This design comes from an exercise in tuning for small area on the open sky130 flow, not from production work. In this exercise RTL edits were held to simulation tests only and were not proved equivalent to the original. Power is estimated from default activity; no workload was simulated.

--- design/flow/config.mk ---
export PLATFORM = sky130hd
export DESIGN_NAME = Tcp
export DESIGN_NICKNAME = Tcp
export VERILOG_FILES = /design/flow/design.v
export SDC_FILE = /design/flow/constraint.sdc
export NUM_CORES = 4
export LEC_CHECK = 0
export CAP_MARGIN = 20
export CORE_MARGIN = 2
export CORE_UTILIZATION = 40
export SLEW_MARGIN = 20
--- design/flow/constraint.sdc ---
create_clock -name core_clock -period 5.0 [get_ports {CLOCK}]
set_input_delay 1.0000 -clock core_clock [delete_from_list [all_inputs] [get_ports {CLOCK}]]
set_output_delay 1.0000 -clock core_clock [all_outputs]
set_load 0.01 [all_outputs]
--- design/flow/design.v ---
`timescale 1ns / 1ps
module Tcp
	#(
		parameter mac  = 48'h000000000000,
		parameter ip   = 32'h11223344,
		parameter port = 16'd80
	) (
		input CLOCK,
		input rst,          
		input newpkt,
		input dataValid,
		input [7:0] data,
		input rejoin,       
		input [15:0] tcpA_src_port,     tcpB_src_port,      tcpC_src_port,      tcpD_src_port,
		input [31:0] tcpA_src_ip,       tcpB_src_ip,        tcpC_src_ip,        tcpD_src_ip,
		input [15:0] tcpA_dst_port,     tcpB_dst_port,      tcpC_dst_port,      tcpD_dst_port,
		input [31:0] tcpA_dst_ip,       tcpB_dst_ip,        tcpC_dst_ip,        tcpD_dst_ip,
		output reg   outDataMatchA,
		output reg   outDataMatchB,
		output reg   outDataMatchC,
		output reg   outDataMatchD,
		output       tcp_matchA,        tcp_matchB,         tcp_matchC,         tcp_matchD,
		output reg   gappedA,
		output reg   gappedB,
		output reg   gappedC,
		output reg   gappedD,
		output reg [7:0] outData,
		output reg outDataPayload,
		output reg outnewpkt,
		output reg [15:0] tcp_src_port,
		output reg [31:0] tcp_src_ip,
		output reg [15:0] tcp_dst_port,
		output reg [31:0] tcp_dst_ip,
		output [7:0] mss
	);
	localparam  [6:0]  sIDLE      = 6'd000;
	localparam  [6:0]  sETH_MACD0 = 6'd002;
	localparam  [6:0]  sETH_MACD1 = 6'd003;
	localparam  [6:0]  sETH_MACD2 = 6'd004;
	localparam  [6:0]  sETH_MACD3 = 6'd005;
	localparam  [6:0]  sETH_MACD4 = 6'd006;
	localparam  [6:0]  sETH_MACD5 = 6'd007;
	localparam  [6:0]  sETH_MACS0 = 6'd008;
	localparam  [6:0]  sETH_MACS1 = 6'd009;
	localparam  [6:0]  sETH_MACS2 = 6'd010;
	localparam  [6:0]  sETH_MACS3 = 6'd011;
	localparam  [6:0]  sETH_MACS4 = 6'd012;
	localparam  [6:0]  sETH_MACS5 = 6'd013;
	localparam  [6:0]  sETH_BADMAC= 6'd014;
	localparam  [6:0]  sETH_TYPE0 = 6'd015;	 
	localparam  [6:0]  sETH_TYPE1 = 6'd016;	 
	localparam  [6:0]  sETH_802Q1 = 6'd017;	 
	localparam  [6:0]  sETH_802Q2 = 6'd018;	 
	localparam  [6:0]  sETH_802Q3 = 6'd019;	 
	localparam  [6:0]  sETH_TYPE_ERR   = 6'd020;
	localparam  [6:0]  sETH_TYPE_ARP_0 = 6'd021;
	localparam  [6:0]  sETH_TYPE_IPV6  = 6'd022;
	localparam  [6:0]  sIPV4_VER_SZ	= 6'd030;
	localparam  [6:0]  sIPV4_DSCP	= 6'd031;
	localparam  [6:0]  sIPV4_LEN0	= 6'd032;
	localparam  [6:0]  sIPV4_LEN1	= 6'd033;
	localparam  [6:0]  sIPV4_ID0		= 6'd034;
	localparam  [6:0]  sIPV4_ID1		= 6'd035;
	localparam  [6:0]  sIPV4_FRAG0	= 6'd036;
	localparam  [6:0]  sIPV4_FRAG1	= 6'd037;
	localparam  [6:0]  sIPV4_TTL		= 6'd038;
	localparam  [6:0]  sIPV4_PCOL	= 6'd039;
	localparam  [6:0]  sIPV4_CHK0	= 6'd040;
	localparam  [6:0]  sIPV4_CHK1	= 6'd041;
	localparam  [6:0]  sIPV4_IPSRC0	= 6'd042;
	localparam  [6:0]  sIPV4_IPSRC1	= 6'd043;
	localparam  [6:0]  sIPV4_IPSRC2	= 6'd044;
	localparam  [6:0]  sIPV4_IPSRC3	= 6'd045;
	localparam  [6:0]  sIPV4_IPDST0	= 6'd046;
	localparam  [6:0]  sIPV4_IPDST1	= 6'd047;
	localparam  [6:0]  sIPV4_IPDST2	= 6'd048;
	localparam  [6:0]  sIPV4_IPDST3	= 6'd049;
	localparam  [6:0]  sIPV4_OPTION0		= 6'd050;	 
	localparam  [6:0]  sIPV4_OPTION1		= 6'd051;
	localparam  [6:0]  sIPV4_OPTION2		= 6'd052;
	localparam  [6:0]  sIPV4_OPTION3		= 6'd053;
	localparam  [7:0]  IPV4_PCOL_ICMP	= 8'h01;	 
	localparam  [7:0]  IPV4_PCOL_IGMP	= 8'h02;	 
	localparam  [7:0]  IPV4_PCOL_TCP		= 8'h06;	 
	localparam  [7:0]  IPV4_PCOL_UDP		= 8'h11;	 
	localparam  [7:0]  IPV4_PCOL_ENCAP	= 8'h62;	 
	localparam  [7:0]  IPV4_PCOL_OSPF	= 8'h59;	 
	localparam  [6:0]  sICMP0			= 6'd055;
	localparam  [6:0]  sIGMP0			= 6'd056;
	localparam  [6:0]  sUDP0				= 6'd057;
	localparam  [6:0]  sIPV4_TYPE_ERR	= 6'd058;
	localparam  [6:0]  sENCAP0			= 6'd059;
	localparam  [6:0]  sOSPF				= 6'd060;
	localparam  [6:0]  sARP0				= 6'd061;
	localparam  [6:0]  sTCP_SRCP0		= 7'd070;
	localparam  [6:0]  sTCP_SRCP1		= 7'd071;
	localparam  [6:0]  sTCP_DSTP0		= 7'd072;
	localparam  [6:0]  sTCP_DSTP1		= 7'd073;
	localparam  [6:0]  sTCP_SEQ0			= 7'd074;
	localparam  [6:0]  sTCP_SEQ1			= 7'd075;
	localparam  [6:0]  sTCP_SEQ2			= 7'd076;
	localparam  [6:0]  sTCP_SEQ3			= 7'd077;
	localparam  [6:0]  sTCP_ACK0			= 7'd078;
	localparam  [6:0]  sTCP_ACK1			= 7'd079;
	localparam  [6:0]  sTCP_ACK2			= 7'd080;
	localparam  [6:0]  sTCP_ACK3			= 7'd081;
	localparam  [6:0]  sTCP_DATAOFF		= 7'd082;
	localparam  [6:0]  sTCP_FLAGS		= 7'd083;
	localparam  [6:0]  sTCP_WINSZ0		= 7'd084;
	localparam  [6:0]  sTCP_WINSZ1		= 7'd085;
	localparam  [6:0]  sTCP_CHK0			= 7'd086;
	localparam  [6:0]  sTCP_CHK1			= 7'd087;
	localparam  [6:0]  sTCP_URG0			= 7'd088;
	localparam  [6:0]  sTCP_URG1			= 7'd089;
	localparam  [6:0]  sTCP_OPT0			= 7'd090;
	localparam  [6:0]  sTCP_OPT1			= 7'd091;
	localparam  [6:0]  sTCP_OPT2			= 7'd092;
	localparam  [6:0]  sTCP_OPT3			= 7'd093;
	localparam  [6:0]  sTCP_DATA			= 7'd095;
	localparam  [15:0]  SZ_IP_TCP_NOOPTIONS	= 16'd20 + 16'd20;
	reg [7:0] pos;
	reg [12:0] eth_vlan;
	reg runt;
	reg [3:0] IPV4_IHeaderLen; 	 
	reg [15:0] IPV4_Size;
	reg [7:0]  IPV4_Pcol;
	reg tcpFlagSYN;
	reg tcpFlagACK;
	reg tcpFlagRST;
	reg tcpFlagPSH;
	reg tcpFlagFIN;
	reg [15:0] tcpData;
	reg [3:0] tcpDataOff;
	reg [31:0] tcpSeqBuf;
	reg [31:0] tcpSeqA,  tcpSeqB, tcpSeqC, tcpSeqD;
	reg [5:0] msa;  
	reg [5:0] mda;  
	reg [5:0] msb;  
	reg [5:0] mdb;  
	reg [5:0] msc;  
	reg [5:0] mdc;  
	reg [5:0] msd;  
	reg [5:0] mdd;  
	assign tcp_matchA = (& msa) && (& mda);
	assign tcp_matchB = (& msb) && (& mdb);
	assign tcp_matchC = (& msc) && (& mdc);
	assign tcp_matchD = (& msd) && (& mdd);
	reg [7:0] counterEthTypeARP;
	reg [7:0] counterEthTypeIPV6;
	reg [7:0] counterEthTypeIPV4;
	reg [7:0] counterEthTypeErr;
	reg [7:0] counterEthMACNotUs;
	reg [7:0] counterEthIPTypeICMP;
	reg [7:0] counterEthIPTypeIGMP;
	reg [7:0] counterEthIPTypeUDP;
	reg [7:0] counterEthIPTypeTCP;
	reg [7:0] counterEthIPTypeOSPF;
	reg [7:0] counterEthIPTypeErr;
	always @(posedge CLOCK)	begin
		if (rst) begin
			outDataMatchA <= 0;
			outDataMatchB <= 0;
			outDataMatchC <= 0;
			outDataMatchD <= 0;
			gappedA <= 0;
			gappedB <= 0;
			gappedC <= 0;
			gappedD <= 0;
			outData <= 0;
			outDataPayload <= 0;
			outnewpkt <= 0;
			tcp_src_port <= 0;
			tcp_src_ip <= 0;
			tcp_dst_port <= 0;
			tcp_dst_ip <= 0;
			pos <= 0;
			eth_vlan <= 0;
			runt <= 0;
			IPV4_IHeaderLen <= 0;
			IPV4_Size <= 0;
			IPV4_Pcol <= 0;
			tcpFlagSYN <= 0;
			tcpFlagACK <= 0;
			tcpFlagRST <= 0;
			tcpFlagPSH <= 0;
			tcpFlagFIN <= 0;
			tcpData <= 0;
			tcpDataOff <= 0;
			tcpSeqBuf <= 0;
			tcpSeqA <= 0;
			tcpSeqB <= 0;
			tcpSeqC <= 0;
			tcpSeqD <= 0;
			msa <= 0;
			mda <= 0;
			msb <= 0;
			mdb <= 0;
			msc <= 0;
			mdc <= 0;
			msd <= 0;
			mdd <= 0;
			counterEthTypeARP <= 0;
			counterEthTypeIPV6 <= 0;
			counterEthTypeIPV4 <= 0;
			counterEthTypeErr <= 0;
			counterEthMACNotUs <= 0;
			counterEthIPTypeICMP <= 0;
			counterEthIPTypeIGMP <= 0;
			counterEthIPTypeUDP <= 0;
			counterEthIPTypeTCP <= 0;
			counterEthIPTypeOSPF <= 0;
			counterEthIPTypeErr <= 0;
		end else begin
		if (newpkt) begin
			pos <= sETH_MACD0;
		end else if (dataValid) begin
			case (pos)
				sIDLE:	pos <= (newpkt) ? sETH_MACD0 : sIDLE;
				sETH_MACD0:	pos <= sETH_MACD1;
				sETH_MACD1:	pos <= sETH_MACD2;
				sETH_MACD2:	pos <= sETH_MACD3;
				sETH_MACD3:	pos <= sETH_MACD4;
				sETH_MACD4:	pos <= sETH_MACD5;
				sETH_MACD5:	pos <= sETH_MACS0;
				sETH_MACS0:	pos <= sETH_MACS1;
				sETH_MACS1:	pos <= sETH_MACS2;
				sETH_MACS2:	pos <= sETH_MACS3;
				sETH_MACS3:	pos <= sETH_MACS4;
				sETH_MACS4:	pos <= sETH_MACS5;
				sETH_MACS5:	pos <= sETH_TYPE0;
				sETH_TYPE0:
						case (data)
							8'h81: pos <= sETH_802Q1;
							8'h86: pos <= sETH_TYPE_IPV6;
							8'h08: pos <= sETH_TYPE1;
							default: pos <= sETH_TYPE_ERR;
						endcase
				sETH_TYPE_ERR: begin
							pos <= sIDLE;
							counterEthTypeErr <= counterEthTypeErr + 1;
						end
				sETH_TYPE_IPV6: begin
							pos <= sIDLE;
							counterEthTypeIPV6 <= counterEthTypeIPV6 + 1;
						end
				sETH_TYPE1:
						case (data)
							8'h00: pos <= sIPV4_VER_SZ;
							8'h06: pos <= sARP0;
							default: pos <= sETH_TYPE_ERR;
						endcase
				sETH_802Q1: pos <= sETH_802Q2;	 
				sETH_802Q2: begin
								pos <= sETH_802Q3;	 
								eth_vlan[12:9] <= data[3:0];
						end
				sETH_802Q3: begin
								pos <= sETH_TYPE0;	 
								eth_vlan[7:0] <= data[7:0];
						end
				sARP0:		begin
								pos <= sIDLE;
								counterEthTypeARP <= counterEthTypeARP + 1;
						end
				sIPV4_VER_SZ: begin
							pos <= sIPV4_DSCP;
							counterEthTypeIPV4 <= counterEthTypeIPV4 + 1;
							IPV4_IHeaderLen <= data[3:0];
						end
				sIPV4_DSCP:	begin
							pos <= sIPV4_LEN0;
							IPV4_IHeaderLen <= IPV4_IHeaderLen - 1;	 
						end
				sIPV4_LEN0:	begin
							pos <= sIPV4_LEN1;
							IPV4_Size[15:8] <= data;
						end
				sIPV4_LEN1:	begin
							pos <= sIPV4_ID0;
							IPV4_Size[7:0] <= data;
						end
				sIPV4_ID0:	begin
							pos <= sIPV4_ID1;
							IPV4_IHeaderLen <= IPV4_IHeaderLen - 1;	 
						end
				sIPV4_ID1:	begin
							pos <= sIPV4_FRAG0;
						end
				sIPV4_FRAG0:	begin
							pos <= sIPV4_FRAG1;
						end
				sIPV4_FRAG1:	begin
							pos <= sIPV4_TTL;
						end
				sIPV4_TTL:	begin
							pos <= sIPV4_PCOL;
							IPV4_IHeaderLen <= IPV4_IHeaderLen - 1;	 
						end
				sIPV4_PCOL:	begin
							pos <= sIPV4_CHK0;
							IPV4_Pcol <= data;
						end
				sIPV4_CHK0:	begin
							pos <= sIPV4_CHK1;
						end
				sIPV4_CHK1:	begin
							pos <= sIPV4_IPSRC0;
						end
				sIPV4_IPSRC0: begin
							pos <= sIPV4_IPSRC1;
							IPV4_IHeaderLen <= IPV4_IHeaderLen - 1;	 
							msa[0] <= (data == tcpA_src_ip[31:24]);
							msb[0] <= (data == tcpB_src_ip[31:24]);
							msc[0] <= (data == tcpC_src_ip[31:24]);
							msd[0] <= (data == tcpD_src_ip[31:24]);
							tcp_src_ip[31:24] <= data;
						end
				sIPV4_IPSRC1: begin
							pos <= sIPV4_IPSRC2;
							msa[1] <= (data == tcpA_src_ip[23:16]);
							msb[1] <= (data == tcpB_src_ip[23:16]);
							msc[1] <= (data == tcpC_src_ip[23:16]);
							msd[1] <= (data == tcpD_src_ip[23:16]);
							tcp_src_ip[23:16] <= data;
						end
				sIPV4_IPSRC2: begin
							pos <= sIPV4_IPSRC3;
							msa[2] <= (data == tcpA_src_ip[15:8]);
							msb[2] <= (data == tcpB_src_ip[15:8]);
							msc[2] <= (data == tcpC_src_ip[15:8]);
							msd[2] <= (data == tcpD_src_ip[15:8]);
							tcp_src_ip[15:8] <= data;
						end
				sIPV4_IPSRC3: begin
							pos <= sIPV4_IPDST0;
							msa[3] <= (data == tcpA_src_ip[7:0]);
							msb[3] <= (data == tcpB_src_ip[7:0]);
							msc[3] <= (data == tcpC_src_ip[7:0]);
							msd[3] <= (data == tcpD_src_ip[7:0]);
							tcp_src_ip[7:0] <= data;
						end
				sIPV4_IPDST0: begin
							pos <= sIPV4_IPDST1;
							IPV4_IHeaderLen <= IPV4_IHeaderLen - 1;	 
							mda[0] <= (data == tcpA_dst_ip[31:24]);
							mdb[0] <= (data == tcpB_dst_ip[31:24]);
							mdc[0] <= (data == tcpC_dst_ip[31:24]);
							mdd[0] <= (data == tcpD_dst_ip[31:24]);
							tcp_dst_ip[31:24] <= data;
						end
				sIPV4_IPDST1: begin
							pos <= sIPV4_IPDST2;
							mda[1] <= (data == tcpA_dst_ip[23:16]);
							mdb[1] <= (data == tcpB_dst_ip[23:16]);
							mdc[1] <= (data == tcpC_dst_ip[23:16]);
							mdd[1] <= (data == tcpD_dst_ip[23:16]);
							tcp_dst_ip[23:16] <= data;
						end
				sIPV4_IPDST2: begin
							pos <= sIPV4_IPDST3;
							mda[2] <= (data == tcpA_dst_ip[15:8]);
							mdb[2] <= (data == tcpB_dst_ip[15:8]);
							mdc[2] <= (data == tcpC_dst_ip[15:8]);
							mdd[2] <= (data == tcpD_dst_ip[15:8]);
							tcp_dst_ip[15:8] <= data;
						end
				sIPV4_IPDST3: begin
							if (IPV4_IHeaderLen == 0)
								case (IPV4_Pcol)
									IPV4_PCOL_ICMP: pos <= sICMP0;
								  	IPV4_PCOL_IGMP: pos <= sIGMP0;
								  	IPV4_PCOL_TCP: pos <= sTCP_SRCP0;
								  	IPV4_PCOL_UDP: pos <= sUDP0;
								  	IPV4_PCOL_ENCAP: pos <= sIPV4_TYPE_ERR;
								  	IPV4_PCOL_OSPF: pos <= sOSPF;
								   	default: pos <= sIPV4_TYPE_ERR;
								endcase
							else pos <= sIPV4_OPTION0;
							mda[3] <= (data == tcpA_dst_ip[7:0]);
							mdb[3] <= (data == tcpB_dst_ip[7:0]);
							mdc[3] <= (data == tcpC_dst_ip[7:0]);
							mdd[3] <= (data == tcpD_dst_ip[7:0]);
							tcp_dst_ip[7:0] <= data;
						end
				 sIPV4_OPTION0: begin
							pos <= sIPV4_OPTION1;
							IPV4_IHeaderLen <= IPV4_IHeaderLen - 1;	 
						end
				 sIPV4_OPTION1: begin
							pos <= sIPV4_OPTION2;
						end
				 sIPV4_OPTION2: begin
							pos <= sIPV4_OPTION3;
						end
				 sIPV4_OPTION3: begin
							if (IPV4_IHeaderLen == 0)
								case (IPV4_Pcol)
									IPV4_PCOL_ICMP: pos <= sICMP0;
								  	IPV4_PCOL_IGMP: pos <= sIGMP0;
								  	IPV4_PCOL_TCP: pos <= sTCP_SRCP0;
								  	IPV4_PCOL_UDP: pos <= sUDP0;
								  	IPV4_PCOL_ENCAP: pos <= sIPV4_TYPE_ERR;
								  	IPV4_PCOL_OSPF: pos <= sOSPF;
								   	default: pos <= sIPV4_TYPE_ERR;
								endcase
							else pos <= sIPV4_OPTION0;
						end
				sICMP0:	begin
							pos <= sIDLE;
							counterEthIPTypeICMP <= counterEthIPTypeICMP + 1;
						end
				sIGMP0:	begin
							pos <= sIDLE;
							counterEthIPTypeIGMP <= counterEthIPTypeIGMP + 1;
						end
				sUDP0:	begin
							pos <= sIDLE;
							counterEthIPTypeUDP <= counterEthIPTypeUDP + 1;
						end
				sIPV4_TYPE_ERR: begin
							pos <= sIDLE;
							counterEthIPTypeErr <= counterEthIPTypeErr + 1;
						end
				sOSPF: begin
							pos <= sIDLE;
							counterEthIPTypeOSPF <= counterEthIPTypeOSPF + 1;
						end
				sTCP_SRCP0: begin
							pos <= sTCP_SRCP1;
							counterEthIPTypeTCP <= counterEthIPTypeTCP + 1;
							msa[4] <= (data == tcpA_src_port[15:8]);
							msb[4] <= (data == tcpB_src_port[15:8]);
							msc[4] <= (data == tcpC_src_port[15:8]);
							msd[4] <= (data == tcpD_src_port[15:8]);
							tcp_src_port[15:8] <= data;
						end
				sTCP_SRCP1: begin
							pos <= sTCP_DSTP0;
							msa[5] <= (data == tcpA_src_port[7:0]);
							msb[5] <= (data == tcpB_src_port[7:0]);
							msc[5] <= (data == tcpC_src_port[7:0]);
							msd[5] <= (data == tcpD_src_port[7:0]);
							tcp_src_port[7:0] <= data;
						end
				sTCP_DSTP0: begin
							pos <= sTCP_DSTP1;
							mda[4] <= (data == tcpA_dst_port[15:8]);
							mdb[4] <= (data == tcpB_dst_port[15:8]);
							mdc[4] <= (data == tcpC_dst_port[15:8]);
							mdd[4] <= (data == tcpD_dst_port[15:8]);
							tcp_dst_port[15:8] <= data;
						end
				sTCP_DSTP1: begin
							pos <= sTCP_SEQ0;
							mda[5] <= (data == tcpA_dst_port[7:0]);
							mdb[5] <= (data == tcpB_dst_port[7:0]);
							mdc[5] <= (data == tcpC_dst_port[7:0]);
							mdd[5] <= (data == tcpD_dst_port[7:0]);
							tcp_dst_port[7:0] <= data;
						end
				sTCP_SEQ0: begin
							pos <= sTCP_SEQ1;
							tcpSeqBuf[31:24] <= data;
						end
				sTCP_SEQ1: begin
							pos <= sTCP_SEQ2;
							tcpSeqBuf[23:16] <= data;
						end
				sTCP_SEQ2: begin
							pos <= sTCP_SEQ3;
							tcpSeqBuf[15:8] <= data;
						end
				sTCP_SEQ3: begin
							pos <= sTCP_ACK0;
							tcpSeqBuf[7:0] <= data;
						end
				sTCP_ACK0: pos <= sTCP_ACK1;
				sTCP_ACK1: pos <= sTCP_ACK2;
				sTCP_ACK2: pos <= sTCP_ACK3;
				sTCP_ACK3: pos <= sTCP_DATAOFF;
				sTCP_DATAOFF: begin
							pos <= sTCP_FLAGS;
							tcpDataOff <= data[7:4];
						end
				sTCP_FLAGS: begin
							pos <= sTCP_WINSZ0;
							tcpFlagFIN <= data[0];
							tcpFlagSYN <= data[1];
							tcpFlagRST <= data[2];
							tcpFlagPSH <= data[3];
							tcpFlagACK <= data[4];
						end
				sTCP_WINSZ0: pos <= sTCP_WINSZ1;
				sTCP_WINSZ1: pos <= sTCP_CHK0;
				sTCP_CHK0: pos <= sTCP_CHK1;
				sTCP_CHK1: pos <= sTCP_URG0;
				sTCP_URG0: pos <= sTCP_URG1;
				sTCP_URG1: begin
							pos <= (tcpDataOff != 5) ? sTCP_OPT0 : 	 
									(tcpData != 0) ? sTCP_DATA:		 
									sIDLE;
						end
				sTCP_OPT0: begin
							pos <= sTCP_OPT1;
							tcpDataOff <= tcpDataOff - 1;  
						end
				sTCP_OPT1: begin
							pos <= sTCP_OPT2;
						end
				sTCP_OPT2: begin
							pos <= sTCP_OPT3;
						end
				sTCP_OPT3: begin
							pos <= (tcpDataOff != 5) ? sTCP_OPT0 :
									(tcpData != 1) ? sTCP_DATA : 		 
									 sIDLE;
						end
				sTCP_DATA: begin
							pos <= (tcpData != 1) ? sTCP_DATA : sIDLE;	 
						end
			endcase
		end
		if (pos == sIPV4_ID0) begin
			tcpData <= IPV4_Size - SZ_IP_TCP_NOOPTIONS;
		end else if ((pos == sIPV4_OPTION0 || pos == sIPV4_OPTION1 || pos == sIPV4_OPTION2 || pos == sIPV4_OPTION3
					|| pos == sTCP_OPT0 || pos == sTCP_OPT1 || pos == sTCP_OPT2 || pos == sTCP_OPT3
					|| pos == sTCP_DATA ) && dataValid) begin
			tcpData <= tcpData - 1;
		end
		outnewpkt <= dataValid && (
						( (pos == sTCP_URG1) && (tcpData != 0) && (tcpDataOff == 5) ) ||
		           		( (pos == sTCP_OPT3) && (tcpData != 0) && (tcpDataOff == 5) )
		           	);
		outDataMatchA <= dataValid && tcp_matchA && pos == sTCP_DATA;
		outDataMatchB <= dataValid && tcp_matchB && pos == sTCP_DATA;
		outDataMatchC <= dataValid && tcp_matchC && pos == sTCP_DATA;
		outDataMatchD <= dataValid && tcp_matchD && pos == sTCP_DATA;
		outDataPayload <= dataValid && pos == sTCP_DATA;
		outData <= data;
		if (pos == sTCP_WINSZ0) begin
			if (tcpFlagSYN) begin
				if (tcp_matchA) tcpSeqA <= tcpSeqBuf;
				if (tcp_matchB) tcpSeqB <= tcpSeqBuf;
			end else begin
				gappedA <= (tcpSeqBuf != tcpSeqA) && tcp_matchA;
				gappedB <= (tcpSeqBuf != tcpSeqB) && tcp_matchB;
			end
		end
		end  
	end
	assign mss = 8'd0;
endmodule
--- design/flow/run.sh ---
#!/bin/bash
# synth_recipe.tcl (not shown) runs the flow's synth.tcl, then flattens the netlist and writes it again
# the make line also repeats each setting of config.mk as NAME=value (left out here)
make -C /OpenROAD-flow-scripts/flow DESIGN_CONFIG=/design/flow/config.mk WORK_HOME=/design/flow/orfs CLKGATE_MAP_FILE= SYNTH_SCRIPT=/design/flow/synth_recipe.tcl finish
==> notes.md <==
==> sequential cells by signal, indices dropped and copies added, names as in the netlist, 7 cells and up <==
signal	flops
tcpSeqB	32
tcpSeqBuf	32
pos	7
tcpData	16
tcp_src_ip	32
IPV4_Pcol	8
tcp_dst_ip	32
outData	8
tcpSeqA	32
IPV4_Size	16
tcp_dst_port	16
tcp_src_port	16
==> worst reg2reg max path, delay by kind of cell (launching register included) <==
kind                   cells  cell delay [ns]
and+or+nand+nor            3             1.15
AOI/OAI and AO/OA          4             1.22
buffers and inverters      1             0.37
DFF                        1             0.77
==> final cells by class <==
type / count / share of cell area (%)
Tap cell: 607 / 3.00
Antenna cell: 4 / 0.0395
Inverter: 17 / 0.252
Clock buffer: 52 / 4.15
Timing Repair Buffer: 566 / 21.8
Multi-Input combinational cell: 1891 / 45.7
Clock inverter: 11 / 0.370
Sequential cell: 312 / 24.6
==> metal layers <==
layer	track usage, %	part of all wire (%)	up-vias
met5	0	0	-
met4	10.5	3.4	0
met3	4.73	6.3	140
met2	54.5	49	732
met1	38.3	41	8980
li1	-	-	8990
==> kinds of logic (layout without fill, tap and decap cells) <==
kind of cell               Yosys count  count (layout)  synth area share, %
other                                1              14               0.0201
AOI/OAI and AO/OA                  389             389                 12.2
buffers and inverters              205             646                 4.85
and+or+nand+nor                    975             975                 24.9
DFF                                312             312                 33.4
adders and majority gates            9               9                0.589
xor gates and xnor gates           474             474                 22.2
muxes                               34              34                 1.83
==> per-stage QoR <==
| step | cell area [um2] | setup slack, ns | utilization (%) |
|---|---|---|---|
| after floorplan | 18700 | 2.40 | - |
| after global placement | 24200 | 1.42 | 52.2 |
| after detailed placement | 24200 | 1.38 | 52.2 |
| after CTS | 25300 | 1.51 | 54.7 |
| after global routing | 25400 | 1.21 | 54.7 |
| final | 25400 | 1.41 | 54.7 |
==> layout by cell type (no fill, tap or decap), types with 61 or more instances in the layout <==
| cell type | count |
|---|---|
| a21oi_1 | 274 |
| buf_4 | 61 |
| clkdlybuf4s50_1 | 502 |
| dfxtp_1 | 310 |
| nand2_1 | 435 |
| nand4_1 | 80 |
| nor2_1 | 133 |
| nor3_1 | 71 |
| nor4_1 | 75 |
| xnor2_1 | 237 |
| xor2_1 | 237 |
==> where the power goes <==
part	internal, W	switching [W]	leakage [nW]
logic	0.000785	0.00102	5.83
registers	0.00252	0.0000980	2.52
clock network	0.00152	0.00105	0.560
==> worst min-delay path by stage <==
stage	slack, ns	cells after the start	end	startpoint
6_report	0.45	2	tcp_dst_port[12]$_SDFFE_PP0P_	tcp_dst_port[12]$_SDFFE_PP0P_
4_1_cts	0.45	2	tcp_dst_port[12]$_SDFFE_PP0P_	tcp_dst_port[12]$_SDFFE_PP0P_
3_5_place_dp	0.44	2	tcp_dst_port[12]$_SDFFE_PP0P_	tcp_dst_port[12]$_SDFFE_PP0P_
2_1_floorplan	0.43	2	mda[4]$_SDFFE_PP0P_	mda[4]$_SDFFE_PP0P_
5_1_grt	0.47	2	mdc[3]$_SDFFE_PP0P_	mdc[3]$_SDFFE_PP0P_
3_3_place_gp	0.44	2	tcp_dst_port[13]$_SDFFE_PP0P_	tcp_dst_port[13]$_SDFFE_PP0P_
==> summary.md <==
| Metric | Value |
|---|---|
| Post-Synthesis Cells | `between 2000 and 2500` |
| Clk root buf | `clkbuf_16` |
| Family with the most delay on the worst path | `compound AO/OA/AOI/OAI gates` |
| Initial antenna violation count | `1` |
| Placed cell count | `between 3000 and 4000` |
| Pre-Repair DR Iteration Count | `6` |
| Buffers on Ports | `511` |
| Vias in the first global route | `18100` |
| Final WL | `77.1 mm` |
| Post-CTS sizing | `0` |
| Worst Path Required | `between 5 and 6 ns` |
| Max_cap viols | `0` |
| Worst hold path class | `reg -> reg` |
| Critical path endpoint category | `flip-flop` |
| Total chip power | `approximately 0.007 W` |
| Tcrit/Tclk final | `71.7%` |
| Crit-path max cell delay | `0.77 ns` |
| Die Ht | `220 um` |
| First-pass GRT wire length | `about 110 mm` |
| RSZ-0062 raised after global routing | `false` |
| Reg2reg end | `pos[0]$_SDFFE_PP0P_` |
| CP Depth | `8` |
| Area delta synth->final | `35.7%` |
| Predominant post-synthesis flop cell | `dfxtp_1` |
| Worst-path clk slew | `0.06 ns` |
| P_leak | `8.91 nW` |
| Yosys reg bits | `312` |
| Worst path cell trace | `buf_4, or3_1, a211oi_1, a311oi_1, o311ai_0, nor4_1, nor4_1, a211oi_1` |
| DRC marker count from the first detailed-route iteration | `1479` |
| Die area | `48500 um2` |
| Fmax | `279 MHz` |
| Crit path DAT | `4.01 ns` |
| Number of CTS-inserted buffers | `36` |
| Crit path time final | `3.59 ns` |
| DRC | `0` |
| Final slew viol count | `0` |
| Crit path buf inv count | `1` |
| Cell variety after synth | `83` |
| Setup violators final | `0` |
| Area of the multi-input gates | `11600 um2` |
| Crit path from | `pos[6]$_SDFFE_PP0P_` |
| Remaining Overflow, GRT | `0` |
| Initial core utilization | `40.3%` |
| Total GRT Usage | `30.9%` |
| Largest net degree at the start of global routing | `180` |
| Via density per instance | `around 5.4` |
| IO Count | `523` |
| Antenna Nets Post-Route | `0` |
| Storage cell area | `roughly 6200 um2` |
| CTS hold repair buffers | `0` |
| Via count | `18800` |
| Cell row count | `79` |
| Average wire per standard cell | `22.3 um` |
| Clk sinks | `312` |
| Reg2reg setup slack | `1.41 ns` |
| Post-synth EDFFs | `0` |
| H-Tree Depth | `2` |
| Final-stage net count | `3229` |
| Post-CTS setup buffers | `0` |
| Status | `finished clean` |
| Setup CP Type | `reg -> reg` |
| Dpl hpwl | `about 57 mm` |
| CP Capture Point | `pos[0]$_SDFFE_PP0P_` |
| Area fraction of the dominant cell type after synthesis | `33.4%` |
| Skew final | `0.0153 ns` |
| Most instantiated cells after synthesis | `nand2_1, dfxtp_1, a21oi_1` |
| Seq/Total Area, Yosys | `33.4%` |
| Core area | `between 40000 and 50000 um2` |
| Most frequent cell after synthesis | `nand2_1` |
| Worst Max-Slew Pin Slew | `~1.2 ns` |
| Synthesized area | `between 15000 and 20000 um2` |
| Gpl congestion | `1.00` |
| Setup TNS Final | `0 ns` |
| Finished Layout Cells | `3460` |
| Slew margin rel. | `17.8%` |
| Fillers | `4340` |
| Synth warn | `1` |
| Largest area contributor in the netlist | `dfxtp_1` |
| CP Launch Type | `flip-flop` |
| Share of layout cells above drive strength 1 | `5.62%` |
| CTS tree | `built` |
| Mean Syn Cell Area | `7.79 um2` |
| Post-synth ARST share | `0%` |
| Fin. Hold Viols | `0` |
| Max IR drop VDD | `0.286 mV` |
| Max clock buf depth | `3` |
| Chip width | `220 um` |
| PD cells | `276 nW/um2` |
| R2r startpoint | `pos[6]$_SDFFE_PP0P_` |
| Clock Latency Late Sink | `0.52 ns` |
| Maximum net fanout on the critical path | `21` |
| Slowest cell on crit path | `dfxtp_1` |
| Reg2Reg Depth | `8` |
| Hold Slack | `0.448 ns` |
| Synth area leaders | `dfxtp_1, xnor2_1, xor2_1` |

==> what the ideal ports hide <==
The results above use ideal ports. As a check the final layout listed here was re-extracted and re-timed, cells and wires unchanged.
Step 1 (the two cells are an assumption about what drives the block):
set clk [get_ports {CLOCK}]
set_driving_cell -lib_cell sky130_fd_sc_hd__clkbuf_16 $clk
set_driving_cell -lib_cell sky130_fd_sc_hd__buf_2 [delete_from_list [all_inputs] $clk]
Step 2 moves the port delays by t, midway between the first and last clock arrival at a register: inputs arrive t later, outputs are due t later. That takes back most of the time a late clock gives input paths.
Three values: no drivers, after step 1, after step 2; two values: the first two.
t (ns): 0.568
setup WS [ns]: 1.413 / 1.413 / 1.253
slew at the worst register clock pin (ns): 0.06 / 0.06
After both steps setup and hold are still met in this run. For this run, drivers alone change the setup slack by 0.000 ns; drivers and shift together by -0.160 ns.
